Background: an optimization exercise with open tools, aiming at a short achievable clock period and few clock cycles. Do not read the settings as production practice. At most, simulation tests tie the RTL to the original design; equivalence was not proved. For runs 1 to 3 and 6, only the layout was checked, not whether the RTL still works. Power and IR drop assume default switching activity.

`flow/design.v`:
```
module bitty_add16 (
    input  [15:0] a,
    input  [15:0] b,
    input         cin,
    output [15:0] s,
    output        cout
);
    wire [15:0] p = a ^ b;
    wire [15:0] g0 = a & b;
    wire [15:0] g1, p1, g2, p2, g3, p3, g4, p4;
    wire [15:0] gi = {g0[15:1], g0[0] | (p[0] & cin)};
    genvar i;
    generate
        for (i = 0; i < 16; i = i + 1) begin : l1
            if (i >= 1) begin : a1
                assign g1[i] = gi[i] | (p[i] & gi[i-1]);
                assign p1[i] = p[i] & p[i-1];
            end else begin : b1
                assign g1[i] = gi[i];
                assign p1[i] = p[i];
            end
        end
        for (i = 0; i < 16; i = i + 1) begin : l2
            if (i >= 2) begin : a2
                assign g2[i] = g1[i] | (p1[i] & g1[i-2]);
                assign p2[i] = p1[i] & p1[i-2];
            end else begin : b2
                assign g2[i] = g1[i];
                assign p2[i] = p1[i];
            end
        end
        for (i = 0; i < 16; i = i + 1) begin : l3
            if (i >= 4) begin : a3
                assign g3[i] = g2[i] | (p2[i] & g2[i-4]);
                assign p3[i] = p2[i] & p2[i-4];
            end else begin : b3
                assign g3[i] = g2[i];
                assign p3[i] = p2[i];
            end
        end
        for (i = 0; i < 16; i = i + 1) begin : l4
            if (i >= 8) begin : a4
                assign g4[i] = g3[i] | (p3[i] & g3[i-8]);
                assign p4[i] = p3[i] & p3[i-8];
            end else begin : b4
                assign g4[i] = g3[i];
                assign p4[i] = p3[i];
            end
        end
    endgenerate
    assign s    = p ^ {g4[14:0], cin};
    assign cout = g4[15];
endmodule
module bitty_geq16 (
    input  [15:0] x,
    input  [15:0] y,
    output        cout
);
    wire [15:0] g0 = x & y;
    wire [15:0] p0 = x | y;
    wire [7:0] g1, p1;
    wire [3:0] g2, p2;
    wire [1:0] g3, p3;
    genvar i;
    generate
        for (i = 0; i < 8; i = i + 1) begin : l1
            if (i == 0) begin : c0
                assign g1[i] = g0[1] | (p0[1] & (g0[0] | p0[0]));
                assign p1[i] = 1'b0;
            end else begin : cn
                assign g1[i] = g0[2*i+1] | (p0[2*i+1] & g0[2*i]);
                assign p1[i] = p0[2*i+1] & p0[2*i];
            end
        end
        for (i = 0; i < 4; i = i + 1) begin : l2
            assign g2[i] = g1[2*i+1] | (p1[2*i+1] & g1[2*i]);
            assign p2[i] = p1[2*i+1] & p1[2*i];
        end
        for (i = 0; i < 2; i = i + 1) begin : l3
            assign g3[i] = g2[2*i+1] | (p2[2*i+1] & g2[2*i]);
            assign p3[i] = p2[2*i+1] & p2[2*i];
        end
    endgenerate
    assign cout = g3[1] | (p3[1] & g3[0]);
endmodule
module core (
    input clk,
    input reset,
    output [11:0] imem_addr,
    input [15:0] imem_data,
    output wb_valid,
    output [2:0] wb_reg,
    output [15:0] wb_data
);
    localparam NT = 8;          
    reg [11:0] fa;              
    reg        dv;              
    reg [11:0] dpc;             
    reg        dhit;            
    reg [3:0]  dmask;           
    reg        ev, e_alu, e_br;
    reg [2:0]  e_rx;
    reg [15:0] e_a, e_b;        
    reg [15:0] e_na, e_nb;      
    reg [7:0]  e_op;            
    reg [1:0]  e_cond;
    reg [11:0] e_tgt, e_fall, e_pc;
    reg        e_hit;
    reg [3:0]  e_mask;
    reg        vv;              
    reg [3:0]  v_mask;
    reg [11:0] v_fall;
    reg        r_act, r_len;    
    reg [11:0] r_key;
    reg [3:0]  r_mask;
    reg        i_v;             
    reg [11:0] i_key, i_del;
    reg [3:0]  i_mask;
    reg        w_v;
    reg [2:0]  w_rx;
    reg        k_v;
    reg [15:0] k_c;
    reg [15:0] R [0:7];
    reg [15:0] C;               
    reg        wbv;
    reg [2:0]  wbr;
    reg          tv    [0:NT-1];
    reg [11:0]   tkey  [0:NT-1];
    reg [11:0]   tdel  [0:NT-1];    
    reg [3:0]    tmask [0:NT-1];
    reg [2:0]    tptr;        
    assign imem_addr = fa;
    assign wb_valid  = wbv;
    assign wb_reg    = wbr;
    assign wb_data   = C;
    wire c_hi0 = ~|C[15:2];
    wire [3:0] ccls = {~c_hi0, c_hi0 & C[1] & ~C[0], c_hi0 & ~C[1] & C[0], c_hi0 & ~C[1] & ~C[0]};
    wire mis_v = vv & ~|(v_mask & ccls);
    wire [15:0] a = e_a;
    wire [15:0] b = e_b;
    wire [15:0] r_add, r_sub;
    wire        c_add, c_sub;
    bitty_add16 u_add (.a(a), .b(b),    .cin(1'b0), .s(r_add), .cout(c_add));
    bitty_add16 u_sub (.a(a), .b(e_nb), .cin(1'b1), .s(r_sub), .cout(c_sub));
    wire        ge, le;
    bitty_geq16 u_ge (.x(a), .y(e_nb), .cout(ge));    
    bitty_geq16 u_le (.x(b), .y(e_na), .cout(le));    
    wire        b_big = |b[15:4];
    wire [15:0] r_shl = b_big ? 16'd0 : (a << b[3:0]);
    wire [15:0] r_shr = b_big ? 16'd0 : (a >> b[3:0]);
    wire [15:0] r_cmp = {14'd0, ~ge, ~le};
    wire [15:0] res = ({16{e_op[0]}} & r_add)
                    | ({16{e_op[1]}} & r_sub)
                    | ({16{e_op[2]}} & (a & b))
                    | ({16{e_op[3]}} & (a | b))
                    | ({16{e_op[4]}} & (a ^ b))
                    | ({16{e_op[5]}} & r_shl)
                    | ({16{e_op[6]}} & r_shr)
                    | ({16{e_op[7]}} & r_cmp);
    wire e_commit = ev & ~mis_v;
    wire do_alu   = e_commit & e_alu;
    wire ex_alu   = ev & e_alu;       
    wire [3:0] cond_oh = 4'd1 << e_cond;
    wire taken   = e_br & |(cond_oh[2:0] & ccls[2:0]);
    wire e_ok    = |(e_mask & ccls);
    wire mis_e   = e_commit & ~e_alu & (e_hit ? ~e_ok : taken);
    wire mis     = mis_v | mis_e;
    wire [11:0] raddr = mis_v ? v_fall : (taken ? e_tgt : e_fall);
    wire [3:0] k_br  = ~e_br ? 4'b1111 : (taken ? cond_oh : ~cond_oh);
    wire [3:0] k_grp = k_br & ((e_hit & e_ok) ? e_mask : 4'b1111);
    reg  [NT-1:0] m;            
    reg  [NT-1:0] u;            
    reg  [11:0]   t_del;
    reg  [3:0]    t_mask;
    integer k;
    always @(*) begin
        t_del = 12'd0;
        t_mask = 4'd0;
        for (k = 0; k < NT; k = k + 1) begin
            m[k] = tv[k] & (tkey[k] == fa);
            u[k] = tv[k] & (tkey[k] == i_key);
            t_del = t_del | ({12{m[k]}} & tdel[k]);
            t_mask = t_mask | ({4{m[k]}} & tmask[k]);
        end
    end
    wire        hit  = |m;
    wire [11:0] fa_next = mis ? raddr : (fa + 12'd1) ^ t_del;
    wire          install = e_commit & e_alu & r_act & r_len;
    wire          upd     = |u;       
    wire [NT-1:0] wsel    = upd ? u : (8'd1 << tptr);
    wire [1:0] fmt = imem_data[1:0];
    wire [2:0] rx  = imem_data[15:13];
    wire [2:0] ry  = imem_data[12:10];
    wire [2:0] d_opc = imem_data[4:2];
    wire       ex_wr = ev & e_alu;    
    wire       fwd_a = ex_wr & (e_rx == rx);
    wire       fwd_b = ex_wr & (e_rx == ry) & ~fmt[0];
    wire [15:0] ra   = (w_v & (w_rx == rx)) ? C : R[rx];
    wire [15:0] rb   = fmt[0] ? {8'd0, imem_data[12:5]} : (w_v & (w_rx == ry)) ? C : R[ry];
    wire [15:0] d_a  = fwd_a ? res : ra;
    wire [15:0] d_b  = fwd_b ? res : rb;
    integer i;
    always @(posedge clk or posedge reset) begin
        if (reset) begin
            fa <= 12'd0; dv <= 1'b0;
            ev <= 1'b0;
            vv <= 1'b0;
            r_act <= 1'b0;
            i_v <= 1'b0;
            k_v <= 1'b0;
            w_v <= 1'b0;
            for (i = 0; i < 8; i = i + 1) R[i] <= 16'h0001;
            C <= 16'h0001;
            wbv <= 1'b0;
            for (i = 0; i < NT; i = i + 1) tv[i] <= 1'b0;
            tptr <= 0;
        end else begin
            fa     <= fa_next;
            dv     <= ~mis;
            ev     <= dv & ~mis;
            wbv <= do_alu;
            if (ex_alu)
                C <= res;
            else if (k_v)
                C <= k_c;
            k_v <= mis_v & ex_alu;
            w_v <= do_alu;
            if (w_v) R[w_rx] <= C;
            vv     <= do_alu & e_hit;
            if (e_commit) r_act <= 1'b1;
            i_v <= install;
            if (i_v) begin
                for (i = 0; i < NT; i = i + 1)
                    if (wsel[i]) tv[i] <= 1'b1;
                if (!upd) tptr <= tptr + 1'b1;
            end
        end
    end
    always @(posedge clk) begin
        dpc    <= fa;
        dhit   <= hit;
        dmask  <= t_mask;
        e_alu  <= ~fmt[1];
        e_br   <= (fmt == 2'b10) & (imem_data[3:2] != 2'b11);
        e_rx   <= rx;
        e_a    <= d_a;
        e_b    <= d_b;
        e_nb   <= ~d_b;
        e_na   <= ~d_a;
        e_op   <= 8'd1 << d_opc;
        e_cond <= imem_data[3:2];
        e_tgt  <= imem_data[15:4];
        e_fall <= dpc + 12'd1;
        e_pc   <= dpc;
        e_hit  <= dhit;
        e_mask <= dmask;
        wbr    <= e_rx;
        v_mask <= e_mask;
        v_fall <= e_fall;
        k_c    <= C;
        w_rx   <= e_rx;
        i_key  <= r_key;
        i_del  <= e_pc ^ (r_key + 12'd1);
        i_mask <= r_mask;
        if (i_v) begin
            for (i = 0; i < NT; i = i + 1)
                if (wsel[i]) begin
                    tkey[i]  <= i_key;
                    tdel[i]  <= i_del;
                    tmask[i] <= i_mask;
                end
        end
        if (e_commit) begin
            if (e_alu) begin
                r_len  <= 1'b0;
                r_key  <= e_pc;
                r_mask <= 4'b1111;
            end else begin
                r_len  <= 1'b1;
                if (!r_act) r_key <= e_pc;
                r_mask <= (r_act ? r_mask : 4'b1111) & k_grp;
            end
        end
    end
endmodule
```
`flow/flow/run.sh`:
```
#!/bin/bash
# Layout flow: the standard layout (standard.sh), with setup repair told not
# to insert buffers (the sequence below has no "buffer" move).
set -euo pipefail
export SETUP_MOVE_SEQUENCE="unbuffer,sizeup,swap,clone,split"
bash standard.sh > standard.log 2>&1
```
`flow/standard.sh`:
```
#!/bin/bash
# synth_recipe.tcl (not shown) runs the flow's synth.tcl, then flattens the netlist and writes it again
# the make line also repeats each setting of config.mk as NAME=value (left out here)
make -C /OpenROAD-flow-scripts/flow DESIGN_CONFIG=/design/flow/config.mk WORK_HOME=/design/flow/orfs CLKGATE_MAP_FILE= SYNTH_SCRIPT=/design/flow/synth_recipe.tcl "${@:-finish}"
```
`flow/config.mk`:
```
export PLATFORM = sky130hd
export DESIGN_NAME = core
export DESIGN_NICKNAME = core
export VERILOG_FILES = /design/flow/design.v
export SDC_FILE = /design/flow/constraint.sdc
export NUM_CORES = 4
export LEC_CHECK = 0
export CAP_MARGIN = 20
export CORE_MARGIN = 2
export CORE_UTILIZATION = 40
export SETUP_SLACK_MARGIN = 3.5
export SLEW_MARGIN = 20
export TNS_END_PERCENT = 100
```
`flow/constraint.sdc`:
```
create_clock -name core_clock -period 6.0 [get_ports {clk}]
set_input_delay 1.2000 -clock core_clock [delete_from_list [all_inputs] [get_ports {clk}]]
set_output_delay 1.2000 -clock core_clock [all_outputs]
set_load 0.01 [all_outputs]
```
==> impl_results.md, run 1 <==
- Result of the run: no timing/DRC/antenna violations
- Critical path data arrival time: 3.47 ns
- Fraction of layout cells with a size suffix above 1: between 20% and 30%
- Worst setup slack after placement: between 2 and 2.5 ns
- Maximum count of clock buffers along a single path: 3
- Number of hold violations in the final report: 0
- Setup Crit Path Kind: reg -> reg
- Area of the core: 74,300 um^2
- Setup repair after global routing missed its margin: yes
- Effective utilization at floorplan: between 40% and 50%
- Buffer type at the clock tree root: clkbuf_16
- Endpoint of the most critical register-to-register path: fa[5]
- DR iter-0 viols: 2,596
- Smallest hold slack: around 0.33 ns
- Yosys top cell by area: edfxtp_1
- Reg2Reg Setup Slack: between 3 and 4 ns
- Clk sinks: around 600
- Highest net fanout along the worst path: 10
- Slowest cell delay on critical path: 0.56 ns
- Sort of element at the start of the critical path: flop
- Count of mapped cells out of synthesis: 2,648
- Half-perimeter wire length after placement: 59.7 mm
- Post-layout min period: ~3.0 ns
- Largest voltage drop on the vdd net: between 0.3 and 0.4 mV
- Critical hold path startpoint: dmask[0]
- Number of setup violations in the final report: 0
- Type of element capturing the critical path: flop
- Setup TNS: 0 ns
- Area of the die: a little under 80,000 um^2
- Total net switching power: 6.11 mW
- Clock latency (worst-skew pair): between 0.6 and 0.7 ns
- First drt pass iteration count: 8
- Area overhead of the layout relative to synthesis: 22.0%
- CTS Buf Count: a little under 70
- Sequential share of the synthesized area: 51.9%
- Number of nets produced by synthesis: between 2,000 and 3,000
- Fin worst setup slack: around 3.0 ns
- P_int: 10.4 mW
- Maximum Capacitance Violations: 0
- Terminating pin of the worst hold path: e_mask[0]
- Hold buffer count at cts: 0
- Slowest stage cell on the critical path: or3b_4
- Die outline height: 278 um
- Worst hold path depth: 0
- R2r startpoint: C[11]
- All-Layer GR Usage: 26.9%
- Avg Synthesized Cell Area: ~11 um^2
- Drt wl/cell: 28.0 um
- Wire length of the first global-routing pass: ~150 mm
- Remaining DRCs: 0
- Required arrival time at the worst endpoint: around 6.5 ns
- Library cell with the highest instance count after synthesis: xnor2_1
- # H-tree levels: 3
- First element of the critical path: C[11]
- Main area contributors after synthesis: edfxtp_1, dfrtp_1, dfxtp_1
- Min-Delay Path Class: reg -> reg
- Final worst path period share: about half
- R2R cell count: 7
- Area share of the leading cell type in the synthesized netlist: 24.1%
- Power density normalized to cell area: around 450 nW/um^2
- Number of max-slew violations in the final report: 0
- Number of distinct library cells after synthesis: 94
- Yosys warning count: 6
- Final net count: roughly 2,800
- Final total power: 16.5 mW
- Leakage power: 13.7 nW
- # port buffers: just under 50
- Clock tree from TritonCTS: done
- Transition at the pin with the smallest max-transition slack: between 1 and 1.5 ns
- Commonest register cell after synthesis: edfxtp_1
- Slew HR: between 30% and 40%
- Number of vias after detailed routing: 23,114
- Switching part of the total power: between 30% and 40%
- Largest net degree at the start of global routing: 175
- CP Cell Sequence: nor4_4 -> nand4_4 -> or3b_4 -> or2_4 -> a21oi_4 -> nor2_2 -> a221o_1
- Maximum clock rate: between 300 and 400 MHz
- Fraction of power consumed by the clock network: about 26%
- Clock edge transition at the registers on the reported setup and hold paths: approximately 0.060 ns
- Std-Cell Rows: 100
- Register bit total from synthesis: about 610
- Detailed Route WL: 106 mm
- Final Wtd Congestion: between 0.9 and 1
- Final clock skew: roughly 0.095 ns
- Number of placed cells counting well taps: approximately 3,500
- Residual overflow from global routing: 0
- Share of total power in combinational logic: about a third
- Fin cells: 3,776
- Number of synthesized flops with an enable pin: about 240
- Number of top-level pins: 50
- Via count of the first global-routing pass: about 23,000
- Part of the total power dissipated in sequential elements: between 40 and 50%
- Post-synth ARST share: 28.4%
- Number of antenna violations at the first check in global routing: 3
- Die Width: between 200 and 300 um
- Count of nets left with antenna violations after detail routing: 0
- Most used standard cells in the synthesized netlist: xnor2_1, edfxtp_1, nand2_1
- Mean number of vias per cell: about 6.1
- Synthesized area: approximately 30,000 um^2
## metal layers
layer / wire [um] / GRT usage [%]
met5: 11 / 0
met4: 5700 / 12.1
met3: 8600 / 4.77
met2: 49400 / 43.9
met1: 41900 / 35.0
## timing repair
item / CTS / global route
buffers inserted: 53 / 3
gates cloned: 40 / 2
gates resized for setup: 503 / 89
pin swaps: 68 / 50
endpoints found under the setup margin: 389 / 356
endpoints found under the hold margin: 0 / 0
## cells by family (layout without fill, tap and decap cells)
kind of cell / after synthesis / count (layout) / share of synthesized area (%)
AO/OA/AOI/OAI: 576 / 578 / 12.8
other: 0 / 1 / 0
flip-flops: 612 / 612 / 51.9
AND/OR/NAND/NOR: 607 / 636 / 10.1
XOR/XNOR: 268 / 268 / 7.83
buffers and inverters: 257 / 384 / 3.65
multiplexers: 252 / 252 / 10.6
adder cells (fa/ha/maj): 76 / 76 / 3.22
## critical path: cells and delay by family (launching register included)
kind / cells / cell delay (ns)
simple gates: 5 / 1.63
flops: 1 / 0.53
compound gates: 2 / 0.66
## metrics by stage
stage / utilization, % / area (um^2)
floorplan: - / 30600
global placement: 42.5 / 31600
detailed placement: 42.5 / 31600
CTS: 48.6 / 36100
global route: 49.2 / 36600
finish: 49.2 / 36600
## how the worst max path moves through the flow
stage | endpoint | slack [ns] | depth (start not counted)
after floorplan | C[10] | 2.58 | 1
after global placement | e_nb[5] | 2.20 | 6
after detailed placement | e_nb[5] | 2.17 | 6
after CTS | e_b[15] | 2.96 | 10
after global routing | e_b[15] | 2.97 | 10
final | fa[5] | 3.03 | 7
## area by class of cell
class | count | area [um^2]
timing repair buffer | 154 | 1620
antenna | 1 | 2.50
inverter | 101 | 435
clock inverter | 32 | 383
tap | 969 | 1210
fill | 6504 | 37700
timing repair inverter | 1 | 5.00
multi-input combinational | 1810 | 15300
sequential | 612 | 15700
clock buffer | 96 | 1910
## power by group through the flow
stage / Combinational, mW / Sequential [mW] / Clock (mW)
after CTS: 5.13 / 6.79 / 4.25
after detailed placement: 4.01 / 6.93 / 0
final: 5.43 / 6.84 / 4.21
after floorplan: 3.28 / 6.10 / 0
after global routing: 5.76 / 6.92 / 4.45
after global placement: 3.94 / 6.89 / 0
## layout by cell type, fill, tap and decap left out, types with 18 or more instances in the layout
cell type    n
inv_1       82
a21oi_1     93
nand4_1     46
ha_1        51
mux2i_1     76
buf_4       49
clkbuf_1    19
mux2_2     126
clkbuf_16   69
nor4_4      24
o22ai_1     22
edfxtp_1   241
o21ai_0    119
nand2_1    197
dfrtp_2     18
nand3_1     61
xor2_1      24
a221oi_1    36
a22oi_1     45
xnor2_1    235
dfxtp_1    161
o21ai_1     27
buf_6       40
nor2_1     114
a22o_1      29
dfxtp_4     32
mux4_2      36
nor2b_4     34
dfrtp_1    136
a21o_1      20
buf_2       28
## state kept, by name, summed over array words and instances, names as in the netlist, 16 cells and up
signal,count
R,128
tdel,96
tkey,96
tmask,32
C,16
e_a,16
e_b,16
e_na,16
e_nb,16
k_c,16
==> run 2: changes to the inputs <==
==> flow/flow/run.sh (replaced) <==
#!/bin/bash
# Layout flow: the standard layout (standard.sh), plus one more setup repair
# pass after global routing that only removes buffers, resizes and swaps pins.
set -euo pipefail
export POST_GLOBAL_ROUTE_TCL="$PWD/flow/post_grt.tcl"
bash standard.sh > standard.log 2>&1
==> flow/flow/post_grt.tcl (new file) <==
# extra setup repair on global-route parasitics, then reroute what changed
global_route -start_incremental
repair_timing -setup -setup_margin 3.5 -sequence "unbuffer,sizeup,swap" -verbose
detailed_placement
global_route -end_incremental
estimate_parasitics -global_routing
write_guides $::env(RESULTS_DIR)/route.guide
==> impl_results.md, run 2 <==
- Die outline height: 278 um (unchanged)
- Dominant cell type by count on the critical path: buf_6
- Avg Synthesized Cell Area: 11.3 um^2 (unchanged)
- Most common cell after layout, fill and taps aside: edfxtp_1
- Detailed Route WL: 110 mm (+3.9%)
- Type of element capturing the critical path: flop
- Post-synth ARST share: 28.4% (unchanged)
- Buffer type at the clock tree root: clkbuf_16
- Number of nets produced by synthesis: 2,742 (unchanged)
- Commonest register cell after synthesis: edfxtp_1
- Number of distinct library cells after synthesis: 94 (unchanged)
- Register bit total from synthesis: 612 (unchanged)
- Largest registers: R x128, tdel x96, tkey x96
- # port buffers: 49 (unchanged)
- # H-tree levels: 3 (unchanged)
- Number of hold violations in the final report: 0 (unchanged)
- Number of top-level pins: 50 (unchanged)
- Cell Area, Placed: 31,600 um^2 (unchanged)
- Post_cts resized: 561 (+12%)
- Number of synthesized flops with an enable pin: 241 (unchanged)
- Final Wtd Congestion: 0.935 (unchanged)
- Sequential share of the synthesized area: 51.9% (unchanged)
- Most frequent cells in the layout: edfxtp_1, buf_4, xnor2_1, nand2_1, dfxtp_1
- First drt pass iteration count: 6 (-2)
- Final design utilization: 54.5% (+5.3 points)
- Yosys top cell by area: edfxtp_1
- Final worst path period share: 46.4% (-3.1 points)
- R2r startpoint: e_a[2]
- Required arrival time at the worst endpoint: 6.53 ns (+0.03 ns)
- Power density normalized to cell area: 439 nW/um^2 (-2.5%)
- Main area contributors after synthesis: edfxtp_1, dfrtp_1, dfxtp_1
- Slowest stage cell on the critical path: or4b_4
- Number of vias after detailed routing: 24,593 (+6.4%)
- Effective utilization at floorplan: 40.3% (unchanged)
- Largest net degree at the start of global routing: 175 (unchanged)
- DR iter-0 viols: 2,923 (+13%)
- Area of the die: 77,200 um^2 (unchanged)
- Critical hold path startpoint: dmask[0]
- Clock edge transition at the registers on the reported setup and hold paths: 0.06 ns (about the same)
- Sort of element at the start of the critical path: flop
- Number of filler cells placed in the layout: 6,013 (-7.5%)
- Register with the most flip-flops: R
- Setup Crit Path Kind: reg -> reg
- Std-Cell Rows: 100 (unchanged)
- Critical path data arrival time: 3.31 ns (-0.16 ns)
- Number of post-CTS setup repair buffers: 256 (+380%)
- First element of the critical path: e_a[2]
- Fraction of layout cells with a size suffix above 1: 37.8% (+11 points)
- Area share of the leading cell type in the synthesized netlist: 24.1% (unchanged)
- All-Layer GR Usage: 26.7% (-0.22 points)
- Most used standard cells in the synthesized netlist: xnor2_1, edfxtp_1, nand2_1
- Leakage power: 15.8 nW (+16%)
- Fin worst setup slack: 3.22 ns (+0.188 ns)
- Area overhead of the layout relative to synthesis: 35.2%
- Clock latency (worst-skew pair): 0.66 ns (about the same)
- Half-perimeter wire length after placement: 59.7 mm (unchanged)
- Clk sinks: 612 (unchanged)
- Count of nets left with antenna violations after detail routing: 0 (unchanged)
- Mean number of vias per cell: 6.07 (-0.87%)
- Area of the core: 74,300 um^2 (unchanged)
- Wire length of the first global-routing pass: 155 mm (+0.41%)
- Final net count: 3,120 (+9.7%)
- CTS Buf Count: 69 (unchanged)
- Maximum Capacitance Violations: 0 (unchanged)
- Largest voltage drop on the vdd net: 0.398 mV (+12%)
- Count of mapped cells out of synthesis: 2,648 (unchanged)
- Number of antenna violations at the first check in global routing: 4 (+1)
- Drt wl/cell: 27.1 um (-3.2%)
- Clock tree from TritonCTS: done
- Slew HR: 18.3% (-12 points)
- Residual overflow from global routing: 0 (unchanged)
- Number of max-slew violations in the final report: 0 (unchanged)
- Post-layout min period: 2.78 ns (-0.188 ns)
- Maximum clock rate: 359 MHz (+6.7%)
- Result of the run: no timing/DRC/antenna violations
- Max FFs per register: 128 (unchanged)
- Final clock skew: 0.0938 ns (-0.00125 ns)
- Yosys warning count: 6 (unchanged)
- Setup TNS: 0 ns (unchanged)
- CP Cell Sequence: clkinvlp_4 -> ha_4 -> buf_6 -> a211oi_4 -> o21ai_2 -> a31oi_4 -> buf_6 -> buf_6 -> or4b_4 -> and3_4 -> mux2_2
- Maximum count of clock buffers along a single path: 3 (unchanged)
- Die Width: 278 um (unchanged)
- Cell area after layout: 40,500 um^2 (+11%)
- Library cell with the highest instance count after synthesis: xnor2_1
- Transition at the pin with the smallest max-transition slack: 1.23 ns (+0.186 ns)
- Slowest cell delay on critical path: 0.49 ns (-0.07 ns)
- Number of setup violations in the final report: 0 (unchanged)
- Worst setup slack after placement: 2.17 ns (unchanged)
- Synthesized area: 30,000 um^2 (unchanged)
- Via count of the first global-routing pass: 23,879 (+4.5%)
- Remaining DRCs: 0 (unchanged)
- Highest net fanout along the worst path: 4 (-6)
- Hold buffer count at cts: 0 (unchanged)
- Min-Delay Path Class: reg -> reg
[run 2: cell counts after synthesis]
No cell type changed its count.
[run 2: power by group]
group / switching (mW) / leakage [nW] / internal, mW
clock: 1.84 / 1.10 / 2.40
combinational: 3.63 / 8.73 / 3.41
sequential: 1.03 / 5.97 / 5.51
[run 2: cells by family after synthesis]
group,synth area share (%)
flops,51.9
xor+xnor,7.83
fa+ha+maj,3.22
simple gates,10.1
mux,10.6
compound gates,12.8
buf+inv,3.65
[run 2: layer usage]
layer / track usage [%] / part of all wire, %
met1: 34.8 / 38
met2: 43.7 / 47
met3: 5.26 / 9.1
met4: 10.5 / 5.5
met5: 0 / 0.020
[run 2: worst paths after layout]
kind / cells after the start / slack (ns) / to
worst max register to register: 11 / 3.22 / e_na[14]
worst min register to register: 0 / 0.33 / e_mask[0]
worst min-delay path: 0 / 0.33 / e_mask[0]
min in group asynchronous: 3 / 1.11 / R[3][6]
max in group asynchronous: 3 / 3.74 / fa[11]
worst max-delay path: 11 / 3.22 / e_na[14]
[run 2: cell type report]
| type | instances | area (um^2) | share of cell area [%] |
|---|---|---|---|
| Sequential cell | 612 | 15700 | 38.8 |
| Inverter | 101 | 453 | 1.12 |
| Clock inverter | 32 | 383 | 0.945 |
| Multi-Input combinational cell | 1790 | 15900 | 39.2 |
| Timing Repair Buffer | 452 | 4940 | 12.2 |
| Antenna cell | 1 | 2.50 | 0.00617 |
| Clock buffer | 96 | 1910 | 4.71 |
| Tap cell | 969 | 1210 | 2.99 |
[run 2: worst max-delay path, delay by kind of cell (launching register included)]
kind / cells / cell delay, ns
buf+inv: 4 / 0.53
compound gates: 3 / 0.47
simple gates: 2 / 0.69
mux: 1 / 0.27
flops: 1 / 0.38
fa+ha+maj: 1 / 0.32
[run 2: metrics by stage]
stage	total power, mW	hold WS, ns	instances
after floorplan	9.38	0.310	2648
after global placement	10.8	0.313	3547
after detailed placement	10.9	0.312	3549
after CTS	16.7	0.325	3957
final	17.8	0.325	4053
==> run 3: changes to the inputs <==
--- a/flow/design.v
+++ b/flow/design.v
@@ -52,4 +52,57 @@
     assign cout = g4[15];
 endmodule
+module bitty_carry16 (
+    input  [15:0] a,
+    input  [15:0] b,
+    input         cin,
+    output [15:0] c,
+    output        cout
+);
+    wire [15:0] p = a ^ b;
+    wire [15:0] g0 = a & b;
+    wire [15:0] g1, p1, g2, p2, g3, p3, g4, p4;
+    wire [15:0] gi = {g0[15:1], g0[0] | (p[0] & cin)};
+    genvar i;
+    generate
+        for (i = 0; i < 16; i = i + 1) begin : l1
+            if (i >= 1) begin : a1
+                assign g1[i] = gi[i] | (p[i] & gi[i-1]);
+                assign p1[i] = p[i] & p[i-1];
+            end else begin : b1
+                assign g1[i] = gi[i];
+                assign p1[i] = p[i];
+            end
+        end
+        for (i = 0; i < 16; i = i + 1) begin : l2
+            if (i >= 2) begin : a2
+                assign g2[i] = g1[i] | (p1[i] & g1[i-2]);
+                assign p2[i] = p1[i] & p1[i-2];
+            end else begin : b2
+                assign g2[i] = g1[i];
+                assign p2[i] = p1[i];
+            end
+        end
+        for (i = 0; i < 16; i = i + 1) begin : l3
+            if (i >= 4) begin : a3
+                assign g3[i] = g2[i] | (p2[i] & g2[i-4]);
+                assign p3[i] = p2[i] & p2[i-4];
+            end else begin : b3
+                assign g3[i] = g2[i];
+                assign p3[i] = p2[i];
+            end
+        end
+        for (i = 0; i < 16; i = i + 1) begin : l4
+            if (i >= 8) begin : a4
+                assign g4[i] = g3[i] | (p3[i] & g3[i-8]);
+                assign p4[i] = p3[i] & p3[i-8];
+            end else begin : b4
+                assign g4[i] = g3[i];
+                assign p4[i] = p3[i];
+            end
+        end
+    endgenerate
+    assign c    = {g4[14:0], cin};
+    assign cout = g4[15];
+endmodule
 module bitty_geq16 (
     input  [15:0] x,
@@ -103,4 +156,6 @@
     reg [15:0] e_a, e_b;        
     reg [15:0] e_na, e_nb;      
+    reg [15:0] e_bx;            
+    reg        e_sub, e_ar;     
     reg [7:0]  e_op;            
     reg [1:0]  e_cond;
@@ -139,8 +194,8 @@
     wire [15:0] a = e_a;
     wire [15:0] b = e_b;
-    wire [15:0] r_add, r_sub;
-    wire        c_add, c_sub;
-    bitty_add16 u_add (.a(a), .b(b),    .cin(1'b0), .s(r_add), .cout(c_add));
-    bitty_add16 u_sub (.a(a), .b(e_nb), .cin(1'b1), .s(r_sub), .cout(c_sub));
+    wire [15:0] cy;
+    wire        cy_out;
+    bitty_carry16 u_cy (.a(a), .b(e_bx), .cin(e_sub), .c(cy), .cout(cy_out));
+    wire [15:0] p_ab = a ^ e_bx;
     wire        ge, le;
     bitty_geq16 u_ge (.x(a), .y(e_nb), .cout(ge));    
@@ -150,7 +205,5 @@
     wire [15:0] r_shr = b_big ? 16'd0 : (a >> b[3:0]);
     wire [15:0] r_cmp = {14'd0, ~ge, ~le};
-    wire [15:0] res = ({16{e_op[0]}} & r_add)
-                    | ({16{e_op[1]}} & r_sub)
-                    | ({16{e_op[2]}} & (a & b))
+    wire [15:0] oth = ({16{e_op[2]}} & (a & b))
                     | ({16{e_op[3]}} & (a | b))
                     | ({16{e_op[4]}} & (a ^ b))
@@ -158,4 +211,7 @@
                     | ({16{e_op[6]}} & r_shr)
                     | ({16{e_op[7]}} & r_cmp);
+    wire [15:0] res0 = ({16{e_ar}} &  p_ab) | oth;    
+    wire [15:0] res1 = ({16{e_ar}} & ~p_ab) | oth;    
+    wire [15:0] res  = (cy & res1) | (~cy & res0);
     wire e_commit = ev & ~mis_v;
     wire do_alu   = e_commit & e_alu;
@@ -200,4 +256,11 @@
     wire [15:0] d_a  = fwd_a ? res : ra;
     wire [15:0] d_b  = fwd_b ? res : rb;
+    wire       d_sub = (d_opc == 3'd1) | (d_opc == 3'd7);
+    wire [15:0] a1   = fwd_a ? res1 : ra;
+    wire [15:0] a0   = fwd_a ? res0 : ra;
+    wire [15:0] b1   = fwd_b ? res1 : rb;
+    wire [15:0] b0   = fwd_b ? res0 : rb;
+    wire [15:0] bx1  = b1 ^ {16{d_sub}};
+    wire [15:0] bx0  = b0 ^ {16{d_sub}};
     integer i;
     always @(posedge clk or posedge reset) begin
@@ -244,8 +307,11 @@
         e_br   <= (fmt == 2'b10) & (imem_data[3:2] != 2'b11);
         e_rx   <= rx;
-        e_a    <= d_a;
-        e_b    <= d_b;
-        e_nb   <= ~d_b;
-        e_na   <= ~d_a;
+        e_a    <= (cy & a1) | (~cy & a0);
+        e_b    <= (cy & b1) | (~cy & b0);
+        e_nb   <= ~((cy & b1) | (~cy & b0));
+        e_na   <= ~((cy & a1) | (~cy & a0));
+        e_bx   <= (cy & bx1) | (~cy & bx0);
+        e_sub  <= d_sub;
+        e_ar   <= ~d_opc[2] & ~d_opc[1];
         e_op   <= 8'd1 << d_opc;
         e_cond <= imem_data[3:2];
==> flow/run.sh (new file) <==
#!/bin/bash
# synth_recipe.tcl (not shown) runs the flow's synth.tcl, then flattens the netlist and writes it again
# the make line also repeats each setting of config.mk as NAME=value (left out here)
make -C /OpenROAD-flow-scripts/flow DESIGN_CONFIG=/design/flow/config.mk WORK_HOME=/design/flow/orfs CLKGATE_MAP_FILE= SYNTH_SCRIPT=/design/flow/synth_recipe.tcl finish
removed: flow/flow/run.sh
removed: flow/flow/post_grt.tcl
removed: flow/standard.sh
==> impl_results.md, run 3 <==
- Leakage power: 15.1 nW (-4.4%)
- Number of hold violations in the final report: 0 (unchanged)
- Die outline height: 276 um (-0.81%)
- Post-layout min period: 2.86 ns (+0.0740 ns)
- Synthesized area: 29,500 um^2 (-1.6%)
- Crit path max-delay family: simple AND/OR/NAND/NOR gates
- Number of antenna violations at the first check in global routing: 1 (-3)
- Most used standard cells in the synthesized netlist: edfxtp_1, xnor2_1, dfxtp_1
- Register bit total from synthesis: 628 (+2.6%)
- Highest metal layer with signal wires: met5
- Final total power: 16.7 mW (-6.1%)
- Clock tree from TritonCTS: done
- Number of setup violations in the final report: 0 (unchanged)
- Residual overflow from global routing: 0 (unchanged)
- Count of mapped cells out of synthesis: 2,488 (-6.0%)
- Clock edge transition at the registers on the reported setup and hold paths: 0.06 ns (about the same)
- Remaining DRCs: 0 (unchanged)
- Commonest register cell after synthesis: edfxtp_1
- Number of vias after detailed routing: 22,787 (-7.3%)
- Std-Cell Rows: 99 (-1.0%)
- Routed met1 length: 42.5 mm (+1.1%)
- Number of synthesized flops with an enable pin: 241 (unchanged)
- Largest voltage drop on the vdd net: 0.258 mV (-35%)
- Wire length of the first global-routing pass: 145 mm (-6.7%)
- Transition at the pin with the smallest max-transition slack: 1.05 ns (-0.178 ns)
- First element of the critical path: i_key[3]
- CP Cell Sequence: buf_12 -> xnor2_1 -> nand4_1 -> nor4_4 -> or4_4 -> nor4b_4 -> buf_4 -> and2_4 -> a21oi_4 -> nor2b_4 -> clkbuf_16
- Sequential share of the synthesized area: 53.8% (+2.0 points)
- Largest registers: R x128, tdel x96, tkey x96
- Maximum count of clock buffers along a single path: 3 (unchanged)
- Final Wtd Congestion: 0.895 (-4.3%)
- Type of element capturing the critical path: flop
- Mean number of vias per cell: 5.93 (-2.3%)
- Number of top-level pins: 50 (unchanged)
- Die Width: 276 um (-0.81%)
- Critical path data arrival time: 3.18 ns (-0.13 ns)
- Final worst path period share: 47.6% (+1.2 points)
- Final net count: 2,903 (-7.0%)
- Largest net degree at the start of global routing: 175 (unchanged)
- Maximum clock rate: 350 MHz (-2.6%)
- Area of the die: 75,900 um^2 (-1.6%)
- Required arrival time at the worst endpoint: 6.32 ns (-0.21 ns)
- Clk sinks: 628 (+2.6%)
- Slowest cell delay on critical path: 0.54 ns (+0.05 ns)
- Max FFs per register: 128 (unchanged)
- Slew HR: 30.1% (+12 points)
- Setup Crit Path Kind: reg -> reg
- Number of distinct library cells after synthesis: 96 (+2.1%)
- Library cell with the highest instance count after synthesis: edfxtp_1
- Via count of the first global-routing pass: 22,309 (-6.6%)
- CTS Buf Count: 68 (-1.4%)
- Highest net fanout along the worst path: 7 (+3)
- Sort of element at the start of the critical path: flop
- Drt wl/cell: 26.3 um (-2.7%)
- Power density normalized to cell area: 429 nW/um^2 (-2.4%)
- Area overhead of the layout relative to synthesis: 32.3%
- Register with the most flip-flops: R
- Detailed Route WL: 101 mm (-7.7%)
- Fraction of layout cells with a size suffix above 1: 34.9% (-2.9 points)
- Avg Synthesized Cell Area: 11.9 um^2 (+4.7%)
- R2r startpoint: i_key[3]
- Main area contributors after synthesis: edfxtp_1, dfxtp_1, dfrtp_1
- Result of the run: no timing/DRC/antenna violations
- Setup TNS: 0 ns (unchanged)
- # H-tree levels: 3 (unchanged)
- Number of nets produced by synthesis: 2,563 (-6.5%)
- Hold buffer count at cts: 0 (unchanged)
- DR WL met2: 45.0 mm (-13%)
- Min-Delay Path Class: reg -> reg
- Buffer type at the clock tree root: clkbuf_16
- # diodes: 0 (-1)
- Most frequent cells in the layout: edfxtp_1, buf_4, xnor2_1, dfxtp_1, nand2_1
- Most common cell after layout, fill and taps aside: edfxtp_1
- Yosys warning count: 6 (unchanged)
- Yosys top cell by area: edfxtp_1
- DR iter-0 viols: 2,391 (-18%)
- Area share of the leading cell type in the synthesized netlist: 24.5% (+0.40 points)
- Met3 routed wirelength: 9.28 mm (-6.9%)
- Half-perimeter wire length after placement: 56.4 mm (-5.5%)
- Clock latency (worst-skew pair): 0.63 ns (-0.03 ns)
- First drt pass iteration count: 6 (unchanged)
- Area of the core: 73,000 um^2 (-1.8%)
- Effective utilization at floorplan: 40.4% (+0.079 points)
- Number of max-slew violations in the final report: 0 (unchanged)
- Count of nets left with antenna violations after detail routing: 0 (unchanged)
- Crit path buf inv count: 3 (-1)
- Slowest stage cell on the critical path: or4_4
- Post-synth ARST share: 27.7% (-0.72 points)
- All-Layer GR Usage: 25.6% (-1.1 points)
- Critical hold path startpoint: dmask[0]
- Maximum Capacitance Violations: 0 (unchanged)
- Setup repair after global routing missed its margin: yes
- Final clock skew: 0.0509 ns (-0.0429 ns)
- # port buffers: 49 (unchanged)
[run 3: cell types whose count changed after synthesis, sizes merged, moves of 15 or more]
| cell | delta |
|---|---|
| ha | -17 |
| xor2 | +29 |
| o21ai | -25 |
| dfxtp | +16 |
| a221oi | -19 |
| a21oi | -36 |
| o221ai | +15 |
| a22oi | +28 |
| nor2 | -47 |
| nand2 | -32 |
| a22o | -18 |
| mux2 | +15 |
[run 3: cells by family after synthesis]
group / synth area share, %
AO/OA/AOI/OAI: 11.3
XOR/XNOR: 8.43
adder cells (fa/ha/maj): 2.52
buffers and inverters: 3.78
flip-flops: 53.8
multiplexers: 11.3
AND/OR/NAND/NOR: 8.80
[run 3: area by class of cell]
type	instances	area [um^2]
clock inverters	18	226
repair buffers	421	4880
clock buffers	108	2020
well taps	959	1200
multi-input cells	1616	14300
inverters	93	377
fillers	5911	33900
flip-flops and latches	628	16000
[run 3: worst paths after layout]
check | endpoint | depth (start not counted) | slack (ns)
max | tmask[0][3] | 11 | 3.14
min | e_mask[0] | 0 | 0.33
max reg2reg | tmask[0][3] | 11 | 3.14
min reg2reg | e_mask[0] | 0 | 0.33
max in group asynchronous | C[14] | 3 | 3.89
min in group asynchronous | R[5][2] | 3 | 1.23
[run 3: worst register-to-register path, cell delays in order, from the launching register on]
cell	delay, ns
dfxtp_4	0.37
buf_12	0.14
xnor2_1	0.13
nand4_1	0.17
nor4_4	0.07
or4_4	0.54
nor4b_4	0.21
buf_4	0.15
and2_4	0.19
a21oi_4	0.11
nor2b_4	0.23
clkbuf_16	0.22
[run 3: layer usage]
metal  vias up  track usage [%]
met5         -                0
met4         2             10.0
met3       264             4.94
met2      1173             39.5
met1     11509             35.7
li1       9839                -
[run 3: stage by stage]
stage	setup slack, ns	area [um^2]	cells	utilization [%]	hold slack [ns]
after detailed placement	1.98	31100	3385	42.7	0.315
final	3.14	39000	3843	53.5	0.330
after global placement	2.02	31100	3384	42.7	0.312
after CTS	3.20	37000	3737	50.8	0.328
after global routing	3.12	39000	3843	53.5	0.337
after floorplan	2.58	30100	2488	-	0.310
[run 3: what timing repair did]
item / CTS / global route
setup endpoints to repair: 406 / 358
gates cloned: 16 / 11
endpoints found under the hold margin: 0 / 0
setup buffers: 210 / 95
pin swaps: 65 / 132
gates resized for setup: 437 / 217
[run 3: where the power goes]
part / switching, mW / internal [mW]
combinational: 3.01 / 2.86
clock: 1.79 / 2.43
sequential: 1.00 / 5.63
total: 5.80 / 10.9
==> run 4: changes to the inputs <==
--- a/flow/design.v
+++ b/flow/design.v
@@ -170,4 +170,6 @@
     reg [3:0]  r_mask;
     reg        i_v;             
+    reg [7:0]  i_sel;           
+    reg        i_upd;           
     reg [11:0] i_key, i_del;
     reg [3:0]  i_mask;
@@ -235,5 +237,5 @@
         for (k = 0; k < NT; k = k + 1) begin
             m[k] = tv[k] & (tkey[k] == fa);
-            u[k] = tv[k] & (tkey[k] == i_key);
+            u[k] = tv[k] & (tkey[k] == r_key);
             t_del = t_del | ({12{m[k]}} & tdel[k]);
             t_mask = t_mask | ({4{m[k]}} & tmask[k]);
@@ -243,5 +245,5 @@
     wire [11:0] fa_next = mis ? raddr : (fa + 12'd1) ^ t_del;
     wire          install = e_commit & e_alu & r_act & r_len;
-    wire          upd     = |u;       
+    wire          upd     = |u;
     wire [NT-1:0] wsel    = upd ? u : (8'd1 << tptr);
     wire [1:0] fmt = imem_data[1:0];
@@ -295,6 +297,6 @@
             if (i_v) begin
                 for (i = 0; i < NT; i = i + 1)
-                    if (wsel[i]) tv[i] <= 1'b1;
-                if (!upd) tptr <= tptr + 1'b1;
+                    if (i_sel[i]) tv[i] <= 1'b1;
+                if (!i_upd) tptr <= tptr + 1'b1;
             end
         end
@@ -329,7 +331,9 @@
         i_del  <= e_pc ^ (r_key + 12'd1);
         i_mask <= r_mask;
+        i_sel  <= wsel;
+        i_upd  <= upd;
         if (i_v) begin
             for (i = 0; i < NT; i = i + 1)
-                if (wsel[i]) begin
+                if (i_sel[i]) begin
                     tkey[i]  <= i_key;
                     tdel[i]  <= i_del;
--- a/flow/config.mk
+++ b/flow/config.mk
@@ -9,4 +9,6 @@
 export CORE_MARGIN = 2
 export CORE_UTILIZATION = 40
+export CTS_CLUSTER_DIAMETER = 100
+export CTS_CLUSTER_SIZE = 30
 export SETUP_SLACK_MARGIN = 3.5
 export SLEW_MARGIN = 20
==> impl_results.md, run 4 <==
- DR iter-0 viols: 2,148 (-10%)
- Post-synth ARST share: 27.3% (-0.39 points)
- Critical hold path startpoint: dhit
- Setup TNS: 0 ns (unchanged)
- Sequential share of the synthesized area: 53.2% (-0.61 points)
- Number of vias after detailed routing: 21,853 (-4.1%)
- Number of top-level pins: 50 (unchanged)
- Clock edge transition at the registers on the reported setup and hold paths: 0.11 ns (+0.05 ns)
- Via count of the first global-routing pass: 21,415 (-4.0%)
- Max FFs per register: 128 (unchanged)
- Slowest stage cell on the critical path: dfstp_4
- Number of nets produced by synthesis: 2,604 (+1.6%)
- Setup Crit Path Kind: reg -> out
- Result of the run: no timing/DRC/antenna violations
- Commonest register cell after synthesis: edfxtp_1
- Met1 Track Usage GR: 32.5% (-3.2 points)
- Area share of the leading cell type in the synthesized netlist: 24.0% (-0.55 points)
- Die outline height: 279 um (+1.1%)
- Number of distinct library cells after synthesis: 95 (-1.0%)
- Setup repair after global routing missed its margin: yes
- P_int: 9.17 mW (-16%)
- Clock tree from TritonCTS: done
- Largest net degree at the start of global routing: 72 (-59%)
- Final Wtd Congestion: 0.919 (+2.6%)
- Largest registers: R x128, tdel x96, tkey x96
- Highest net fanout along the worst path: 2 (-5)
- Drt wl/cell: 26.3 um (-0.34%)
- Final net count: 2,757 (-5.0%)
- Area of the core: 74,600 um^2 (+2.2%)
- Type of element capturing the critical path: primary output
- Number of synthesized flops with an enable pin: 241 (unchanged)
- Mean number of vias per cell: 5.95 (+0.31%)
- Half-perimeter wire length after placement: 60.2 mm (+6.6%)
- First drt pass iteration count: 7 (+1)
- Most frequent cells in the layout: edfxtp_1, xnor2_1, dfxtp_1, buf_4, mux2_2
- Maximum clock rate: 384 MHz (+9.7%)
- Library cell with the highest instance count after synthesis: edfxtp_1
- Yosys warning count: 6 (unchanged)
- Met2 Use GR: 41.0% (+1.5 points)
- Detailed Route WL: 96.5 mm (-4.7%)
- Area of the die: 77,600 um^2 (+2.3%)
- Synthesized area: 30,200 um^2 (+2.3%)
- Final clock skew: 0.0457 ns (-0.00522 ns)
- Wire length of the first global-routing pass: 142 mm (-2.4%)
- Most used standard cells in the synthesized netlist: edfxtp_1, xnor2_1, dfxtp_1
- Maximum Capacitance Violations: 0 (unchanged)
- Count of mapped cells out of synthesis: 2,529 (+1.6%)
- Count of nets left with antenna violations after detail routing: 0 (unchanged)
- Number of antenna violations at the first check in global routing: 3 (+2)
- Critical path data arrival time: 1.41 ns (-1.77 ns)
- Fraction of layout cells with a size suffix above 1: 29.1% (-5.8 points)
- Global-route layer with the greatest usage: met2
- Slowest cell delay on critical path: 0.66 ns (+0.12 ns)
- Number of setup violations in the final report: 0 (unchanged)
- Crit path buf inv count: 1 (-2)
- Total net switching power: 5.21 mW (-10%)
- CP Cell Sequence: buf_6
- Crit path max-delay family: flip-flops
- Most common cell after layout, fill and taps aside: edfxtp_1
- Die Width: 279 um (+1.1%)
- Worst setup slack after placement: 1.81 ns (-0.169 ns)
- Switching part of the total power: 36.2% (+1.5 points)
- Number of max-slew violations in the final report: 0 (unchanged)
- Part of the total power dissipated in sequential elements: 46.8% (+7.1 points)
- Fin worst setup slack: 3.39 ns (+0.253 ns)
- First element of the critical path: C[0]
- Register bit total from synthesis: 637 (+1.4%)
- Share of total power in combinational logic: 37.0% (+1.9 points)
- Min-Delay Path Class: reg -> reg
- Area overhead of the layout relative to synthesis: 18.5%
- Final design utilization: 47.9% (-5.5 points)
- Required arrival time at the worst endpoint: 4.80 ns (-1.52 ns)
- Avg Synthesized Cell Area: 11.9 um^2 (+0.64%)
- Multi-input combinational cell area: 14,100 um^2 (-1.4%)
- Buffer type at the clock tree root: clkbuf_16
- CTS Buf Count: 27 (-60%)
- Effective utilization at floorplan: 40.5% (about the same)
- Number of hold violations in the final report: 0 (unchanged)
- Fraction of power consumed by the clock network: 16.1% (-9.1 points)
- Remaining DRCs: 0 (unchanged)
- Post-layout min period: 2.61 ns (-0.253 ns)
- Sort of element at the start of the critical path: flop
- Clock latency (worst-skew pair): 0.64 ns (about the same)
- Hold buffer count at cts: 0 (unchanged)
- Maximum count of clock buffers along a single path: 3 (unchanged)
- Leakage power: 13.6 nW (-9.8%)
- Residual overflow from global routing: 0 (unchanged)
- All-Layer GR Usage: 24.1% (-1.5 points)
- Transition at the pin with the smallest max-transition slack: 0.872 ns (-0.176 ns)
- Register with the most flip-flops: R
- # port buffers: 49 (unchanged)
- Slew HR: 41.5% (+11 points)
- Main area contributors after synthesis: edfxtp_1, dfxtp_1, dfrtp_1
- R2r startpoint: C[10]
- Area taken by flip-flops and latches: 16,200 um^2 (+1.1%)
- Number of filler cells placed in the layout: 6,602 (+12%)
- Yosys top cell by area: edfxtp_1
- Clk sinks: 637 (+1.4%)
- Power density normalized to cell area: 402 nW/um^2 (-6.1%)
- Largest voltage drop on the vdd net: 0.306 mV (+18%)
- # H-tree levels: 1 (-2)
- Std-Cell Rows: 100 (+1.0%)
- Met3 track demand over resource in global routing: 3.10% (-1.8 points)
- Final worst path period share: 43.4% (-4.2 points)
## run 4: cell count changes in the layout (fill, tap and decap cells not counted), sizes merged, moves of 10 or more
cell and delta:
mux2 +13, or2 +15, buf -119, o221ai -11
clkbuf -68, nand2 -30, nor2b -10, nand3 -14
o31ai +10, a222oi +11, xor2 -16, o21ai -39
nor2 +14
## run 4: routing by layer
| layer | up-vias | part of all wire [%] |
|---|---|---|
| li1 | 9622 | - |
| met1 | 11154 | 42 |
| met2 | 919 | 48 |
| met3 | 158 | 7.0 |
| met4 | 0 | 3.3 |
| met5 | - | 0 |
## run 4: final timing paths
check	depth (start not counted)	slack [ns]	end
max	1	3.39	wb_data[0]
min	0	0.34	e_hit
max reg2reg	11	3.44	r_key[6]
min reg2reg	0	0.34	e_hit
max in group asynchronous	4	4.04	R[5][13]
min in group asynchronous	2	0.88	tv[4]
## run 4: power groups by stage
stage | combinational (mW) | clock [mW] | sequential (mW)
finish | 5.33 | 2.32 | 6.73
global route | 5.66 | 2.49 | 6.85
CTS | 4.99 | 2.35 | 6.72
detailed placement | 3.76 | 0 | 7.23
global placement | 3.70 | 0 | 7.19
floorplan | 3.18 | 0 | 6.31
## run 4: through the flow
stage	hold slack, ns	instances	area [um^2]	power [mW]
2_1_floorplan	0.310	2529	30700	9.49
3_3_place_gp	0.311	3426	31800	10.9
3_5_place_dp	0.313	3426	31800	11.0
4_1_cts	0.340	3634	34800	14.1
5_1_grt	0.342	3672	35700	15.0
6_report	0.339	3674	35700	14.4
## run 4: timing repair
item                                    4_1_cts  5_1_grt
endpoints found under the hold margin         0        0
buffers inserted                            152       33
gates cloned                                  6        4
endpoints found under the setup margin      180      128
gates resized for setup                     352      132
pin swaps                                    29       54
## run 4: cells by family after synthesis
group | share of synthesized area, %
XOR/XNOR | 8.04
adder cells (fa/ha/maj) | 2.43
multiplexers | 12.2
AND/OR/NAND/NOR | 8.84
buffers and inverters | 3.66
flip-flops | 53.2
AO/OA/AOI/OAI | 11.7
## run 4: area by class of cell
class                      instances  area share (%)
sequential                       637            45.3
clock buffer                      42            2.05
multi-input combinational       1632            39.4
tap                              969            3.39
timing repair buffer             289            8.36
inverter                          95            1.07
clock inverter                     8           0.350
antenna                            2          0.0140
Testbench counts of run 4, summed over its fixed seeds: cycles 66,292.
==> run 5: changes to the inputs <==
--- a/flow/config.mk
+++ b/flow/config.mk
@@ -9,6 +9,5 @@
 export CORE_MARGIN = 2
 export CORE_UTILIZATION = 40
-export CTS_CLUSTER_DIAMETER = 100
-export CTS_CLUSTER_SIZE = 30
+export PLACE_DENSITY = 0.75
 export SETUP_SLACK_MARGIN = 3.5
 export SLEW_MARGIN = 20
==> impl_results.md, run 5 <==
- Hold buffer count at cts: 0 (unchanged)
- Setup TNS: 0 ns (unchanged)
- Avg Synthesized Cell Area: 11.9 um^2 (unchanged)
- Min-Delay Path Class: reg -> reg
- Number of vias after detailed routing: 23,454 (+7.3%)
- Commonest register cell after synthesis: edfxtp_1
- Number of nets produced by synthesis: 2,604 (unchanged)
- Critical path data arrival time: 3.17 ns (+1.76 ns)
- Library cell with the highest instance count after synthesis: edfxtp_1
- Slew HR: 27.5% (-14 points)
- Residual overflow from global routing: 0 (unchanged)
- Number of setup violations in the final report: 0 (unchanged)
- Most used standard cells in the synthesized netlist: edfxtp_1, xnor2_1, dfxtp_1
- Met2 Use GR: 37.3% (-3.7 points)
- Sequential share of the synthesized area: 53.2% (unchanged)
- Number of filler cells placed in the layout: 6,078 (-7.9%)
- Leakage power: 14.5 nW (+6.2%)
- Required arrival time at the worst endpoint: 6.55 ns (+1.75 ns)
- # port buffers: 49 (unchanged)
- Final worst path period share: 43.8% (+0.36 points)
- Most frequent cells in the layout: edfxtp_1, xnor2_1, buf_4, dfxtp_1, mux2_2
- DR iter-0 viols: 3,256 (+52%)
- Global-route layer with the greatest usage: met2
- Post-layout min period: 2.63 ns (+0.0215 ns)
- Largest registers: R x128, tdel x96, tkey x96
- Main area contributors after synthesis: edfxtp_1, dfxtp_1, dfrtp_1
- Clock edge transition at the registers on the reported setup and hold paths: 0.07 ns (-0.04 ns)
- CTS Buf Count: 61 (+130%)
- Yosys top cell by area: edfxtp_1
- Std-Cell Rows: 100 (unchanged)
- Clock tree from TritonCTS: done
- Register with the most flip-flops: R
- Number of top-level pins: 50 (unchanged)
- Largest voltage drop on the vdd net: 0.271 mV (-12%)
- Clk sinks: 637 (unchanged)
- Met3 track demand over resource in global routing: 4.49% (+1.4 points)
- Power density normalized to cell area: 442 nW/um^2 (+9.9%)
- Highest net fanout along the worst path: 7 (+5)
- Remaining DRCs: 0 (unchanged)
- Area share of the leading cell type in the synthesized netlist: 24.0% (unchanged)
- Number of hold violations in the final report: 0 (unchanged)
- Transition at the pin with the smallest max-transition slack: 1.08 ns (+0.209 ns)
- All-Layer GR Usage: 24.0% (-0.11 points)
- Type of element capturing the critical path: flop
- Buffer type at the clock tree root: clkbuf_16
- Maximum Capacitance Violations: 0 (unchanged)
- Cell area after layout: 37,300 um^2 (+4.4%)
- Final Wtd Congestion: 0.963 (+4.8%)
- Maximum clock rate: 381 MHz (-0.82%)
- # H-tree levels: 2 (+1)
- Area overhead of the layout relative to synthesis: 23.7%
- Final net count: 2,832 (+2.7%)
- Most common cell after layout, fill and taps aside: edfxtp_1
- Setup Crit Path Kind: reg -> reg
- # diodes: 0 (-2)
- Area of the core: 74,600 um^2 (unchanged)
- Count of nets left with antenna violations after detail routing: 0 (unchanged)
- Result of the run: no timing/DRC/antenna violations
- Setup repair after global routing missed its margin: yes
- Yosys warning count: 6 (unchanged)
- Number of antenna violations at the first check in global routing: 1 (-2)
- Register bit total from synthesis: 637 (unchanged)
- Maximum count of clock buffers along a single path: 3 (unchanged)
- Die Width: 279 um (unchanged)
- Final clock skew: 0.0533 ns (+0.00763 ns)
- Detailed Route WL: 98.7 mm (+2.3%)
- First drt pass iteration count: 8 (+1)
- Mean number of vias per cell: 6.21 (+4.4%)
- Via count of the first global-routing pass: 22,412 (+4.7%)
- Max FFs per register: 128 (unchanged)
- Largest net degree at the start of global routing: 49 (-32%)
- Half-perimeter wire length after placement: 56.7 mm (-5.8%)
- Effective utilization at floorplan: 40.5% (unchanged)
- Synthesized area: 30,200 um^2 (unchanged)
- Post-synth ARST share: 27.3% (unchanged)
- Wire length of the first global-routing pass: 143 mm (+0.78%)
- Number of max-slew violations in the final report: 0 (unchanged)
- Die outline height: 279 um (unchanged)
- Count of mapped cells out of synthesis: 2,529 (unchanged)
- Clock latency (worst-skew pair): 0.68 ns (+0.04 ns)
- Number of distinct library cells after synthesis: 95 (unchanged)
- Cell Area, Placed: 31,700 um^2 (about the same)
- Number of synthesized flops with an enable pin: 241 (unchanged)
- Area of the die: 77,600 um^2 (unchanged)
- Sort of element at the start of the critical path: flop
- Met1 Track Usage GR: 31.9% (-0.60 points)
- Drt wl/cell: 26.1 um (-0.52%)
- Fraction of layout cells with a size suffix above 1: 31.8% (+2.7 points)
==> run 5: changes by cell type in the layout (fill, tap and decap cells not counted), sizes merged <==
cell | previous run | this run
clkinv | 7 | 20
clkdlybuf4s50 | 8 | 10
clkinvlp | 6 | 16
clkdlybuf4s15 | 4 | 8
bufinv | 0 | 9
diode | 2 | 0
clkbuf | 48 | 87
buf | 267 | 296
dlymetal6s2s | 2 | 0
inv | 90 | 92
==> run 5: worst max-delay path, stage by stage (launching register included) <==
cell     delay (ns)
dfxtp_4        0.39
buf_12         0.15
mux4_2         0.53
mux2_4         0.29
a221o_1        0.40
a211o_4        0.38
mux2i_4        0.22
xnor2_1        0.16
==> run 5: final timing paths <==
kind                            from         to  slack (ns)  cells after the start
max in group asynchronous      reset      fa[0]        3.69                      3
setup / recovery              e_b[0]    e_bx[6]        3.37                      7
min in group asynchronous      reset    R[4][2]        1.11                      2
hold reg to reg            e_fall[5]  v_fall[5]        0.32                      0
setup reg to reg              e_b[0]    e_bx[6]        3.37                      7
hold / removal             e_fall[5]  v_fall[5]        0.32                      0
==> run 5: layout make-up <==
| cell class | instances | area, um^2 | area share, % |
|---|---|---|---|
| multi-input combinational | 1632 | 14100 | 37.7 |
| sequential | 637 | 16200 | 43.4 |
| inverter | 95 | 389 | 1.04 |
| clock buffer | 76 | 1690 | 4.54 |
| clock inverter | 39 | 519 | 1.39 |
| tap | 969 | 1210 | 3.25 |
| timing repair buffer | 327 | 3250 | 8.70 |
| timing repair inverter | 3 | 17.5 | 0.0469 |
==> run 5: cells by family after synthesis <==
| kind of cell | synth area share (%) |
|---|---|
| adder cells (fa/ha/maj) | 2.43 |
| AO/OA/AOI/OAI | 11.7 |
| AND/OR/NAND/NOR | 8.84 |
| flip-flops | 53.2 |
| multiplexers | 12.2 |
| XOR/XNOR | 8.04 |
| buffers and inverters | 3.66 |
==> run 5: metrics by stage <==
stage | cells | power (mW) | worst slack [ns] | util, % | hold WS (ns)
after floorplan | 2529 | 9.49 | 2.58 | - | 0.310
after global placement | 3427 | 10.8 | 1.87 | 42.6 | 0.312
after detailed placement | 3427 | 10.9 | 1.80 | 42.6 | 0.314
after CTS | 3728 | 15.9 | 3.42 | 48.7 | 0.311
after global routing | 3778 | 17.1 | 3.34 | 50.0 | 0.326
final | 3778 | 16.5 | 3.37 | 50.0 | 0.317
==> run 5: metal layers <==
layer	part of all wire (%)	vias up
met4	6.5	2
met5	0.013	-
met1	38	11520
li1	-	9799
met3	11	422
met2	45	1711
==> run 5: power breakdown <==
part,switching [mW],total (mW),internal [mW]
registers,1.09,6.79,5.70
clock network,1.80,4.21,2.41
logic,2.84,5.51,2.67
==> run 5: what timing repair did <==
action / in CTS / in global routing
pin swaps: 33 / 47
gates cloned: 9 / 7
gates resized for setup: 342 / 119
endpoints found under the setup margin: 178 / 211
setup buffers: 177 / 43
==> run 6: changes to the inputs <==
--- a/flow/design.v
+++ b/flow/design.v
@@ -180,4 +180,5 @@
     reg [15:0] R [0:7];
     reg [15:0] C;               
+    reg [15:0] wbd;             
     reg        wbv;
     reg [2:0]  wbr;
@@ -190,5 +191,5 @@
     assign wb_valid  = wbv;
     assign wb_reg    = wbr;
-    assign wb_data   = C;
+    assign wb_data   = wbd;
     wire c_hi0 = ~|C[15:2];
     wire [3:0] ccls = {~c_hi0, c_hi0 & C[1] & ~C[0], c_hi0 & ~C[1] & C[0], c_hi0 & ~C[1] & ~C[0]};
@@ -324,4 +325,5 @@
         e_mask <= dmask;
         wbr    <= e_rx;
+        if (ex_alu) wbd <= res;
         v_mask <= e_mask;
         v_fall <= e_fall;
--- a/flow/config.mk
+++ b/flow/config.mk
@@ -9,5 +9,4 @@
 export CORE_MARGIN = 2
 export CORE_UTILIZATION = 40
-export PLACE_DENSITY = 0.75
 export SETUP_SLACK_MARGIN = 3.5
 export SLEW_MARGIN = 20
==> impl_results.md, run 6 <==
- First drt pass iteration count: 7 (-1)
- Library cell with the highest instance count after synthesis: edfxtp_1
- Number of top-level pins: 50 (unchanged)
- Synthesized area: 31,000 um^2 (+2.6%)
- Sort of element at the start of the critical path: flop
- Final clock skew: 0.0234 ns (-0.0300 ns)
- Most used standard cells in the synthesized netlist: edfxtp_1, dfxtp_1, xnor2_1
- Maximum clock rate: 379 MHz (-0.46%)
- Die outline height: 282 um (+1.3%)
- Register bit total from synthesis: 653 (+2.5%)
- Mean number of vias per cell: 6.00 (-3.3%)
- Drt wl/cell: 26.4 um (+1.0%)
- Result of the run: no timing/DRC/antenna violations
- Via count of the first global-routing pass: 22,643 (+1.0%)
- Wire length of the first global-routing pass: 151 mm (+5.6%)
- Area of the core: 77,100 um^2 (+3.4%)
- Highest net fanout along the worst path: 4 (-3)
- Required arrival time at the worst endpoint: 6.50 ns (-0.05 ns)
- Slew HR: 39.0% (+11 points)
- Dominant cell type by count on the critical path: a21o_1
- Crit path max-delay family: compound AO/OA/AOI/OAI gates
- Number of nets produced by synthesis: 2,696 (+3.5%)
- Final total power: 17.1 mW (+3.4%)
- Leakage power: 15.1 nW (+4.2%)
- Area of the die: 79,600 um^2 (+2.6%)
- Maximum Capacitance Violations: 0 (unchanged)
- Number of hold violations in the final report: 0 (unchanged)
- Type of element capturing the critical path: flop
- Std-Cell Rows: 102 (+2.0%)
- Register with the most flip-flops: R
- Post-synth ARST share: 26.6% (-0.67 points)
- Residual overflow from global routing: 0 (unchanged)
- Number of antenna violations at the first check in global routing: 3 (+2)
- Half-perimeter wire length after placement: 63.1 mm (+11%)
- Detailed Route WL: 105 mm (+6.1%)
- Cell Area, Placed: 32,800 um^2 (+3.3%)
- Largest registers: R x128, tdel x96, tkey x96
- Effective utilization at floorplan: 40.2% (-0.29 points)
- Number of max-slew violations in the final report: 0 (unchanged)
- Number of vias after detailed routing: 23,827 (+1.6%)
- Maximum count of clock buffers along a single path: 3 (unchanged)
- Setup TNS: 0 ns (unchanged)
- Post-layout min period: 2.64 ns (+0.0122 ns)
- Most common cell after layout, fill and taps aside: edfxtp_1
- Commonest register cell after synthesis: edfxtp_1
- Die Width: 282 um (+1.3%)
- Critical path data arrival time: 3.14 ns (-0.03 ns)
- # diodes: 0 (unchanged)
- CP Cell Sequence: ha_4 -> a21o_1 -> a221o_2 -> a2111oi_4 -> nor4_2 -> nor3_2 -> nor2b_4 -> inv_2 -> a21o_1
- Number of synthesized flops with an enable pin: 257 (+6.6%)
- Area share of the leading cell type in the synthesized netlist: 24.9% (+0.94 points)
- CTS Buf Count: 66 (+8.2%)
- Slowest cell delay on critical path: 0.45 ns (-0.08 ns)
- Final net count: 2,953 (+4.3%)
- Most frequent cells in the layout: edfxtp_1, buf_4, xnor2_1, dfxtp_1, nand2_1
- Count of nets left with antenna violations after detail routing: 0 (unchanged)
- Fraction of layout cells with a size suffix above 1: 31.4% (-0.36 points)
- Yosys warning count: 6 (unchanged)
- Crit path buf inv count: 1 (unchanged)
- Largest voltage drop on the vdd net: 0.217 mV (-20%)
- Largest net degree at the start of global routing: 157 (+220%)
- # H-tree levels: 3 (+1)
- Remaining DRCs: 0 (unchanged)
- Slowest stage cell on the critical path: a221o_2
- Main area contributors after synthesis: edfxtp_1, dfxtp_1, dfrtp_1
- Yosys top cell by area: edfxtp_1
- Count of mapped cells out of synthesis: 2,621 (+3.6%)
- Setup Crit Path Kind: reg -> reg
- Hold buffer count at cts: 0 (unchanged)
- # port buffers: 49 (unchanged)
- Area overhead of the layout relative to synthesis: 25.2%
- Final Wtd Congestion: 0.935 (-2.8%)
- Clk sinks: 653 (+2.5%)
- Sequential share of the synthesized area: 53.4% (+0.19 points)
- Clock tree from TritonCTS: done
- Number of setup violations in the final report: 0 (unchanged)
- Buffer type at the clock tree root: clkbuf_16
- Transition at the pin with the smallest max-transition slack: 0.905 ns (-0.176 ns)
- DR iter-0 viols: 2,750 (-16%)
- Power density normalized to cell area: 441 nW/um^2 (-0.41%)
- Final worst path period share: 44.0% (+0.20 points)
- Avg Synthesized Cell Area: 11.8 um^2 (-0.97%)
- Max FFs per register: 128 (unchanged)
- Number of distinct library cells after synthesis: 91 (-4.2%)
- Clock latency (worst-skew pair): 0.62 ns (-0.06 ns)
- All-Layer GR Usage: 25.5% (+1.4 points)
- Clock edge transition at the registers on the reported setup and hold paths: 0.06 ns (about the same)
- Setup repair after global routing missed its margin: yes
- Cell area after layout: 38,800 um^2 (+3.8%)
- Min-Delay Path Class: reg -> reg
[run 6: changes by cell type in the layout (fill, tap and decap cells not counted), sizes merged, moves of 17 or more]
cell	previous run	this run
inv	92	109
nor2	97	67
o21ai	94	115
nand3	62	85
nand2	138	185
xnor2	240	212
xor2	37	57
and3	17	34
mux2	164	136
[run 6: final timing paths]
| path | slack (ns) | depth (start not counted) | startpoint | to |
|---|---|---|---|---|
| min in group asynchronous | 1.13 | 2 | reset | tptr[0] |
| min reg2reg | 0.33 | 0 | dmask[0] | e_mask[0] |
| max | 3.36 | 9 | e_bx[2] | e_b[13] |
| min | 0.33 | 0 | dmask[0] | e_mask[0] |
| max in group asynchronous | 3.91 | 3 | reset | R[0][0] |
| max reg2reg | 3.36 | 9 | e_bx[2] | e_b[13] |
[run 6: repair_timing]
action	in CTS	in global routing
endpoints found under the setup margin	187	254
cloned	8	5
buffers inserted	161	58
resized for setup	354	172
pin swaps	55	68
[run 6: cell families (layout without fill, tap and decap cells)]
family	Yosys count	after routing	synth area share, %
AOI/OAI and AO/OA	497	497	11.2
xor gates and xnor gates	269	269	7.61
adders and majority gates	57	57	2.30
buffers and inverters	264	571	3.62
DFF	653	653	53.4
muxes	273	273	11.6
and+or+nand+nor	608	610	10.3
[run 6: layout make-up]
cell class | instances | area (um^2)
multi-input combinational | 1706 | 14600
fill | 6647 | 38300
tap | 1040 | 1300
sequential | 653 | 16700
clock inverter | 24 | 251
clock buffer | 96 | 1930
timing repair buffer | 342 | 3560
inverter | 109 | 448
[run 6: metrics by stage]
stage	hold slack, ns	setup WS (ns)	cells	utilization (%)
6_report	0.326	3.36	3970	50.3
5_1_grt	0.339	3.30	3970	50.3
4_1_cts	0.328	3.31	3907	48.6
3_5_place_dp	0.314	2.07	3618	42.5
3_3_place_gp	0.311	2.11	3618	42.5
2_1_floorplan	0.310	2.58	2621	-
[run 6: where the power goes]
part | switching, mW | internal, mW | leakage, nW
clock | 1.77 | 2.38 | 1.07
sequential | 1.13 | 5.87 | 6.39
combinational | 3.12 | 2.80 | 7.62
total | 6.02 | 11.1 | 15.1
[run 6: per-layer routing]
metal	global-route usage, %	routed length (um)	vias to the layer above
li1	-	-	10238
met5	0	25	-
met4	7.69	3130	4
met1	37.1	45400	12056
met2	38.8	46400	1302
met3	4.28	9740	227

[what the ideal ports hide]
Ports are ideal in the flow. The routed layouts listed here were re-timed in OpenROAD.
Step 1 assumes that a clkbuf_16 drives the clock port and a buf_2 every other input.
Step 2 times the ports against the registers' clock, not the clock port: input delays grow and output delays shrink by t, the midpoint of the rising clock arrivals with the driver on.
Three values: no drivers, after step 1, after step 2; two values: the first two.
run | shift t [ns] | setup WS [ns]
run 1 | 0.668 | 3.028 / 3.028 / 2.671
run 2 | 0.679 | 3.216 / 3.216 / 2.768
run 3 | 0.665 | 3.142 / 3.142 / 2.773
run 4 | 0.679 | 3.394 / 3.336 / 2.794
run 5 | 0.706 | 3.373 / 3.318 / 2.662
run 6 | 0.671 | 3.361 / 3.361 / 2.695
After both steps setup and hold are still met in every run listed.
